Background: an optimization exercise with open tools, aiming at small area. Do not read the settings as production practice.
At most, simulation tests tie the RTL to the original design; equivalence was not proved.
Power and IR drop assume default switching activity.

before:
==> flow/design.v <==
module half_clock(
    input  logic oldclk,
    input  logic rst,
    output logic newclk,    
    output logic odd        
);
always_ff @(posedge oldclk) begin
    odd    <= ~rst & ~odd;
    newclk <= ~rst & odd;
end
endmodule
module XYCounter(
    input  logic clk,
    input  logic rst,
    input  logic en,
    input  logic odd,
    output logic vs, hs,
    output logic yinc,      
    output logic upd,
    output logic vstall,    
    output logic[9:0] x, y
);
wire xend = x[9] & x[8] & x[5];                   
wire yend = y[9] & y[3] & y[2] & y[0];            
assign yinc = en & xend;
wire clrx = rst | yinc;
wire clry = rst | (yinc & yend);
localparam logic[9:0] Y0 = 10'd22;
wire[10:0] cx, cy;
assign cx[0] = en;
assign cy[0] = yinc;
genvar i;
for (i = 0; i < 10; i++) begin : g
    assign cx[i+1] = cx[i] & x[i];
    assign cy[i+1] = cy[i] & y[i];
    always_ff @(posedge clk) begin
        x[i] <= ~clrx & (x[i] ^ cx[i]);
        y[i] <= rst ? Y0[i] : ~clry & (y[i] ^ cy[i]);
    end
end
wire x01 = ~(x[9] | x[8] | x[7] | x[6] | x[5] | x[4] | x[3] | x[2] | x[1]);    
wire nz  = x[3] | x[2] | x[1] | x[0];
wire hsl = x[9] & ~x[8] & x[7] & (x[6] | x[5] | (x[4] & nz)) & ~(x[6] & x[5] & x[4] & nz);
wire y51x = y[9] & ~y[3] & ~y[2];
wire vsl = (x01 & ~x[0]) ? y51x & (y[1] ^ y[0]) : y51x & ~y[1];
assign hs  = ~hsl;
assign vs  = ~vsl;
assign vstall = ~(y[9] | y[8] | y[7] | y[6] | y[5] | y[4]);
assign upd = odd & x01 & x[0] & y51x & y[1] & ~y[0];
endmodule
module ps2(
    input  logic sysclk, rst,
    input  logic clk, data,
    output logic L, R, U, D      
);
logic[1:0] lo;
always_ff @(posedge sysclk) begin
    lo[1] <= ~(rst | clk) & (lo[1] | lo[0]);
    lo[0] <= ~(rst | clk) & (lo[1] | ~lo[0]);
end
wire fall = lo[1] & ~lo[0];
logic[3:0] count;        
logic par;
logic fo;
wire c0  = ~(count[3] | count[2] | count[1] | count[0]);
wire c10 = count[3] & count[1];
wire c9  = count[3] & count[0];
wire clrc = rst | (fall & c10);
wire[4:0] cc;
assign cc[0] = fall;
genvar i;
for (i = 0; i < 4; i++) begin : g
    assign cc[i+1] = cc[i] & count[i];
    always_ff @(posedge sysclk) count[i] <= ~clrc & (count[i] ^ cc[i]);
end
always_ff @(posedge sysclk)
    if (fall) par <= ~c0 & (par ^ data);
logic[2:0] s;
logic e;             
logic[2:0] alt;      
always_comb
    case (count[2:0])
        3'd1: begin e = 1'b1;                        alt = 3'b110; end
        3'd2: begin e = 1'b0;                        alt = s[0] ? 3'b101 : 3'b000; end
        3'd3: begin e = s[1];                        alt = ~s[0] ? 3'b100 : 3'b000; end
        3'd4: begin e = s[1] | s[0];                 alt = (~s[1] & s[0]) ? 3'b001 : 3'b000; end
        3'd5: begin e = s[2];                        alt = 3'b000; end
        3'd6: begin e = s[2] ? ~(s[1] | s[0]) : s[0]; alt = 3'b000; end
        default: begin e = s[2] & ~s[1] & ~s[0];     alt = 3'b000; end    
    endcase
always_ff @(posedge sysclk)
    if (fall & ~c9 & ~c10) s <= c0 ? 3'b111 : (data == e) ? s : alt;
wire isU = s == 3'b111, isD = s == 3'b101, isL = s == 3'b110, isF = s == 3'b100;
wire isR = ~s[2] & s[0];
wire act = fall & c10 & par;
always_ff @(posedge sysclk)
    if (rst | act) begin
        U  <= ~rst & (U ? ~(fo & isU) : (~D & ~fo & isU));
        D  <= ~rst & (D ? ~(fo & isD) : (~U & ~fo & isD));
        L  <= ~rst & (L ? ~(fo & isL) : (~R & ~fo & isL));
        R  <= ~rst & (R ? ~(fo & isR) : (~L & ~fo & isR));
        fo <= ~rst & isF;
    end
endmodule
module box_controller(
    input  logic clk,
    input  logic rst,
    input  logic odd,
    input  logic yinc,
    input  logic upd,
    input  logic vstall,
    input  logic L, R, U, D,
    output logic[9:0] u,
    output logic[8:0] v,
    output logic[1:0] col      
);
wire bx0   = u[9] & u[7] & u[6];                                         
wire bx1   = u[9] & u[7] & u[5] & u[4] & u[3] & u[2] & u[1] & u[0];      
wire ulo   = ~u[9] & ~u[8] & ~u[7] & ~u[4] & ~u[2] & ~u[1];
wire bx600 = ulo & ~u[0];                                                
wire bx599 = ulo & u[0];                                                 
wire vhi   = v[8] & v[7] & v[6] & v[5] & v[3];
wire by0   = vhi & v[2];                                                 
wire by1   = vhi & v[1] & v[0];                                          
wire vlo   = ~v[8] & ~v[7] & ~v[6] & ~v[3] & ~v[1];
wire by440 = vlo & ~v[0];                                                
wire by439 = vlo & v[0];                                                 
wire mvl = L & ~bx0, mvr = R & ~bx600;
wire mvu = U & ~by0, mvd = D & ~by440;
wire rot = upd & ((L & bx1) | (R & bx599) | (U & by1) | (D & by439));
wire uwrap = u[9] & u[8] & u[5];             
localparam logic[9:0] U0 = 10'd403;
localparam logic[8:0] V0 = 9'd292;
wire ua0 = odd & ~(upd & (mvl | mvr));
wire ua1 = upd & mvl;
wire va0 = (yinc & ~vstall) | (upd & (mvu | mvd));
wire va1 = upd & ~mvd;
wire clru = odd & uwrap;
wire[10:0] cu;
assign cu[0] = ua0;
assign cu[1] = (u[0] & ua0) | ua1;
genvar i;
for (i = 0; i < 10; i++) begin : g
    if (i > 0) begin : c
        assign cu[i+1] = cu[i] & u[i];
    end
    always_ff @(posedge clk)
        u[i] <= rst ? U0[i] : ~clru & (u[i] ^ cu[i]);
end
wire[9:0] cv;
assign cv[0] = va0;
assign cv[1] = v[0] & va0;
assign cv[2] = (v[1] & (cv[1] | va1)) | (cv[1] & va1);
for (i = 0; i < 9; i++) begin : gv
    if (i > 1) begin : c
        assign cv[i+1] = cv[i] & v[i];
    end
    always_ff @(posedge clk)
        v[i] <= rst ? V0[i] : v[i] ^ cv[i] ^ (i == 1 ? va1 : 1'b0);
end
always_ff @(posedge clk)
    if (rst | rot) col <= {~rst & col[0], ~rst & ~col[1] & ~col[0]};
endmodule
module Drawer(
    input  logic clk,
    input  logic rst,
    input  logic en,
    input  logic[9:0] u,
    input  logic[8:0] v,
    input  logic[1:0] col,
    output logic[3:0] r, g, b
);
wire inx = u[9] & u[7] & u[6] & (~u[5] | (~u[4] & (~u[3] | ~(u[2] | u[1] | u[0]))));
wire iny = ~(v[8] | v[7] | v[6]) & (~v[5] | (~v[4] & (~v[3] | ~(v[2] | v[1] | v[0]))));
logic on;
always_ff @(posedge clk)
    if (rst | en) on <= ~rst & inx & iny;
assign r = {4{on & ~col[1] & ~col[0]}};
assign g = {4{on & col[1]}};
assign b = {4{on & col[0]}};
endmodule
module ps2_top_level(
    input logic clk, rst, psClk, data,
    output logic vs, hs,
    output logic[3:0] r, g, b
);
logic en, odd, yinc, upd, vstall;
logic[9:0] x, y, u;
logic[8:0] v;
logic L, R, U, D;
logic[1:0] col;
half_clock hc (.oldclk(clk), .rst(rst), .newclk(en), .odd(odd));
XYCounter c (.clk(clk), .rst(rst), .en(en), .odd(odd), .vs(vs), .hs(hs),
             .yinc(yinc), .upd(upd), .vstall(vstall), .x(x), .y(y));
ps2 P (.sysclk(clk), .rst(rst), .clk(psClk), .data(data),
       .L(L), .R(R), .U(U), .D(D));
box_controller box (.clk(clk), .rst(rst), .odd(odd), .yinc(yinc), .upd(upd), .vstall(vstall),
                    .L(L), .R(R), .U(U), .D(D), .u(u), .v(v), .col(col));
Drawer d (.clk(clk), .rst(rst), .en(en), .u(u), .v(v), .col(col),
          .r(r), .g(g), .b(b));
endmodule
==> flow/config.mk <==
export PLATFORM = sky130hd
export DESIGN_NAME = ps2_top_level
export DESIGN_NICKNAME = ps2_top_level
export VERILOG_FILES = /design/flow/design.v
export SDC_FILE = /design/flow/constraint.sdc
export NUM_CORES = 4
export LEC_CHECK = 0
export CAP_MARGIN = 20
export CORE_MARGIN = 2
export CORE_UTILIZATION = 40
export CTS_BUF_LIST = sky130_fd_sc_hd__clkbuf_4
export CTS_CLUSTER_DIAMETER = 200
export CTS_CLUSTER_SIZE = 25
export SLEW_MARGIN = 20
==> flow/constraint.sdc <==
create_clock -name core_clock -period 20.0 [get_ports {clk}]
set_input_delay 4.0000 -clock core_clock [delete_from_list [all_inputs] [get_ports {clk}]]
set_output_delay 4.0000 -clock core_clock [all_outputs]
set_load 0.01 [all_outputs]
standard.sh (not shown) runs the stock make flow with config.mk's settings and CLKGATE_MAP_FILE= SYNTH_SCRIPT=/design/flow/synth_recipe.tcl, a recipe that flattens the netlist after the stock synthesis.
==> flow/flow/run.sh <==
#!/bin/bash
# Layout flow: the standard flow (standard.sh), with these changes:
#  - synthesis maps the logic with area-oriented ABC scripts and lets ABC
#    map the adders too (no separate half-adder mapping).  A few ABC scripts
#    are tried and the one giving the smallest cell area is used.  The
#    registers are the standard synthesis's: dfflibmap makes them before ABC
#    runs, and ABC only maps the logic between them;
#  - the port buffers are sky130_fd_sc_hd__buf_1;
#  - clock tree synthesis uses clkbuf_4 and no dummy loads.
# Each step's full output goes to a log file in the work folder.
set -euo pipefail
W=$PWD
declare -A ABC
ABC[a]='&get -n\n&st\n&dch -f\n&nf -a\n&put\ntopo\n'
ABC[b]='&get -n\n&st\n&dch -f\n&nf -a -F 20 -A 20\n&put\ntopo\n'
ABC[c]='strash\ndc2\ndch -f\namap -m\ntopo\n'
ABC[d]='&get -n\n&st\n&dch\n&nf -a\n&put\ntopo\n'
best=""
best_area=""
for k in a b c d; do
  T="$W/try_$k"
  mkdir -p "$T"
  cp -r "$FLOW_HOME/scripts" "$T/scripts"
  printf "${ABC[$k]}" > "$T/scripts/abc_speed.script"
  if bash standard.sh WORK_HOME="$T/orfs" SCRIPTS_DIR="$T/scripts" ADDER_MAP_FILE= synth > "$W/flow_synth_try_$k.log" 2>&1; then
    a=$(awk '/Chip area for module/ {print $NF; exit}' "$T"/orfs/reports/*/ps2_top_level/base/synth_stat.txt)
    echo "ABC script $k: area $a" >> "$W/flow_choice.log"
    if [[ -n "$a" ]] && { [[ -z "$best_area" ]] || awk -v x="$a" -v y="$best_area" 'BEGIN{exit !(x < y)}'; }; then
      best=$k; best_area=$a
    fi
  fi
done
echo "chosen: $best ($best_area)" >> "$W/flow_choice.log"
bash standard.sh SCRIPTS_DIR="$W/try_$best/scripts" ADDER_MAP_FILE= synth > "$W/flow_synth.log" 2>&1
rm -rf "$W"/try_*/orfs
bash standard.sh BUFFER_PORTS_ARGS="-buffer_cell sky130_fd_sc_hd__buf_1" \
  CTS_ARGS="-sink_clustering_enable -repair_clock_nets -buf_list sky130_fd_sc_hd__clkbuf_4 -sink_clustering_size 25 -sink_clustering_max_diameter 200 -dont_use_dummy_load" \
  finish > "$W/flow_layout.log" 2>&1
Setup changes, before to after
--- a/flow/design.v
+++ b/flow/design.v
@@ -55,26 +55,28 @@
 );
 logic[1:0] lo;
 always_ff @(posedge sysclk) begin
-    lo[1] <= ~(rst | clk) & (lo[1] | lo[0]);
-    lo[0] <= ~(rst | clk) & (lo[1] | ~lo[0]);
-end
-wire fall = lo[1] & ~lo[0];
+    lo[1] <= ~rst & ((~lo[1] & lo[0]) | (~clk & (lo[1] | lo[0])));
+    lo[0] <= ~rst & ~clk & (lo[1] | ~lo[0]);
+end
+wire first = ~lo[1] & ~lo[0] & ~clk;
+wire fall  = lo[1] & ~lo[0];
 logic[3:0] count;        
 logic par;
 logic fo;
 wire c0  = ~(count[3] | count[2] | count[1] | count[0]);
-wire c10 = count[3] & count[1];
-wire c9  = count[3] & count[0];
-wire clrc = rst | (fall & c10);
+wire c9  = count[3] & ~count[1] & count[0];
+wire c10 = count[3] & count[1] & ~count[0];
+wire c11 = count[3] & count[1] & count[0];
+wire clrc = rst | (fall & c11);
 wire[4:0] cc;
-assign cc[0] = fall;
+assign cc[0] = first;
 genvar i;
 for (i = 0; i < 4; i++) begin : g
     assign cc[i+1] = cc[i] & count[i];
     always_ff @(posedge sysclk) count[i] <= ~clrc & (count[i] ^ cc[i]);
 end
 always_ff @(posedge sysclk)
-    if (fall) par <= ~c0 & (par ^ data);
+    if (first & ~c10) par <= ~c0 & (par ^ data);
 logic[2:0] s;
 logic e;             
 logic[2:0] alt;      
@@ -82,17 +84,17 @@
     case (count[2:0])
         3'd1: begin e = 1'b1;                        alt = 3'b110; end
         3'd2: begin e = 1'b0;                        alt = s[0] ? 3'b101 : 3'b000; end
-        3'd3: begin e = s[1];                        alt = ~s[0] ? 3'b100 : 3'b000; end
+        3'd3: begin e = s[1];                        alt = (s[1] & ~s[0]) ? 3'b100 : 3'b000; end
         3'd4: begin e = s[1] | s[0];                 alt = (~s[1] & s[0]) ? 3'b001 : 3'b000; end
         3'd5: begin e = s[2];                        alt = 3'b000; end
         3'd6: begin e = s[2] ? ~(s[1] | s[0]) : s[0]; alt = 3'b000; end
         default: begin e = s[2] & ~s[1] & ~s[0];     alt = 3'b000; end    
     endcase
 always_ff @(posedge sysclk)
-    if (fall & ~c9 & ~c10) s <= c0 ? 3'b111 : (data == e) ? s : alt;
+    if (first & ~c9 & ~c10) s <= c0 ? 3'b111 : (data == e) ? s : alt;
 wire isU = s == 3'b111, isD = s == 3'b101, isL = s == 3'b110, isF = s == 3'b100;
 wire isR = ~s[2] & s[0];
-wire act = fall & c10 & par;
+wire act = fall & c11 & par;
 always_ff @(posedge sysclk)
     if (rst | act) begin
         U  <= ~rst & (U ? ~(fo & isU) : (~D & ~fo & isU));
## What came out
after finished every stage and its layout cleared the timing, design-rule and antenna checks. after vs before on clock network power share: after is the lower one. Compared with before, in after global placer's final weighted congestion ~0 delta, global-route wire length before repair -4.1%. Post-synthesis net count delta for after relative to before: 27 higher. after contains more vias than before. Between after and before, it is after whose leakage power summed over all cells is lower, by 0.039 nW. Changes observed in after relative to before: detailed-route vias per instance went down, design area did not really move, worst-case headroom to the max-slew limit went down, initial standard-cell utilization of the core did not really move, maximum number of pins on one net before global-route repair went up. | sequential cell power | after vs before | ≈ equal |. The die height of before and that of after are within noise of each other. ~same horizontal die dimension in before and after.
For before, only the layout was checked, not whether the RTL still works.

==> static timing again, ports no longer ideal <==
How much do the figures lean on ideal ports? The routed layouts below were timed once more, with nothing changed but the port constraints.
Step 1 (the two cells are an assumption about what drives the block):
set clk [get_ports {clk}]
set_driving_cell -lib_cell sky130_fd_sc_hd__clkbuf_16 $clk
set_driving_cell -lib_cell sky130_fd_sc_hd__buf_2 [delete_from_list [all_inputs] $clk]
Step 2 times the ports against the registers' clock, not the clock port: input delays grow and output delays shrink by t, the midpoint of the rising clock arrivals with the driver on.
Slacks: ideal / step 1 / step 2; pairs: ideal / step 1.
run	shift t [ns]	setup slack, ns	latest minus earliest clock arrival (ns)	slew at the worst register clock pin (ns)
before	0.410	13.979 / 13.953 / 14.228	0.029 / 0.029	0.09 / 0.09
after	0.405	14.198 / 14.173 / 14.043	0.031 / 0.032	0.10 / 0.10
After both steps setup and hold are still met in every run listed. The setup slack of after, which loses most, moves by -0.025 ns with the drivers and by -0.155 ns with both steps.
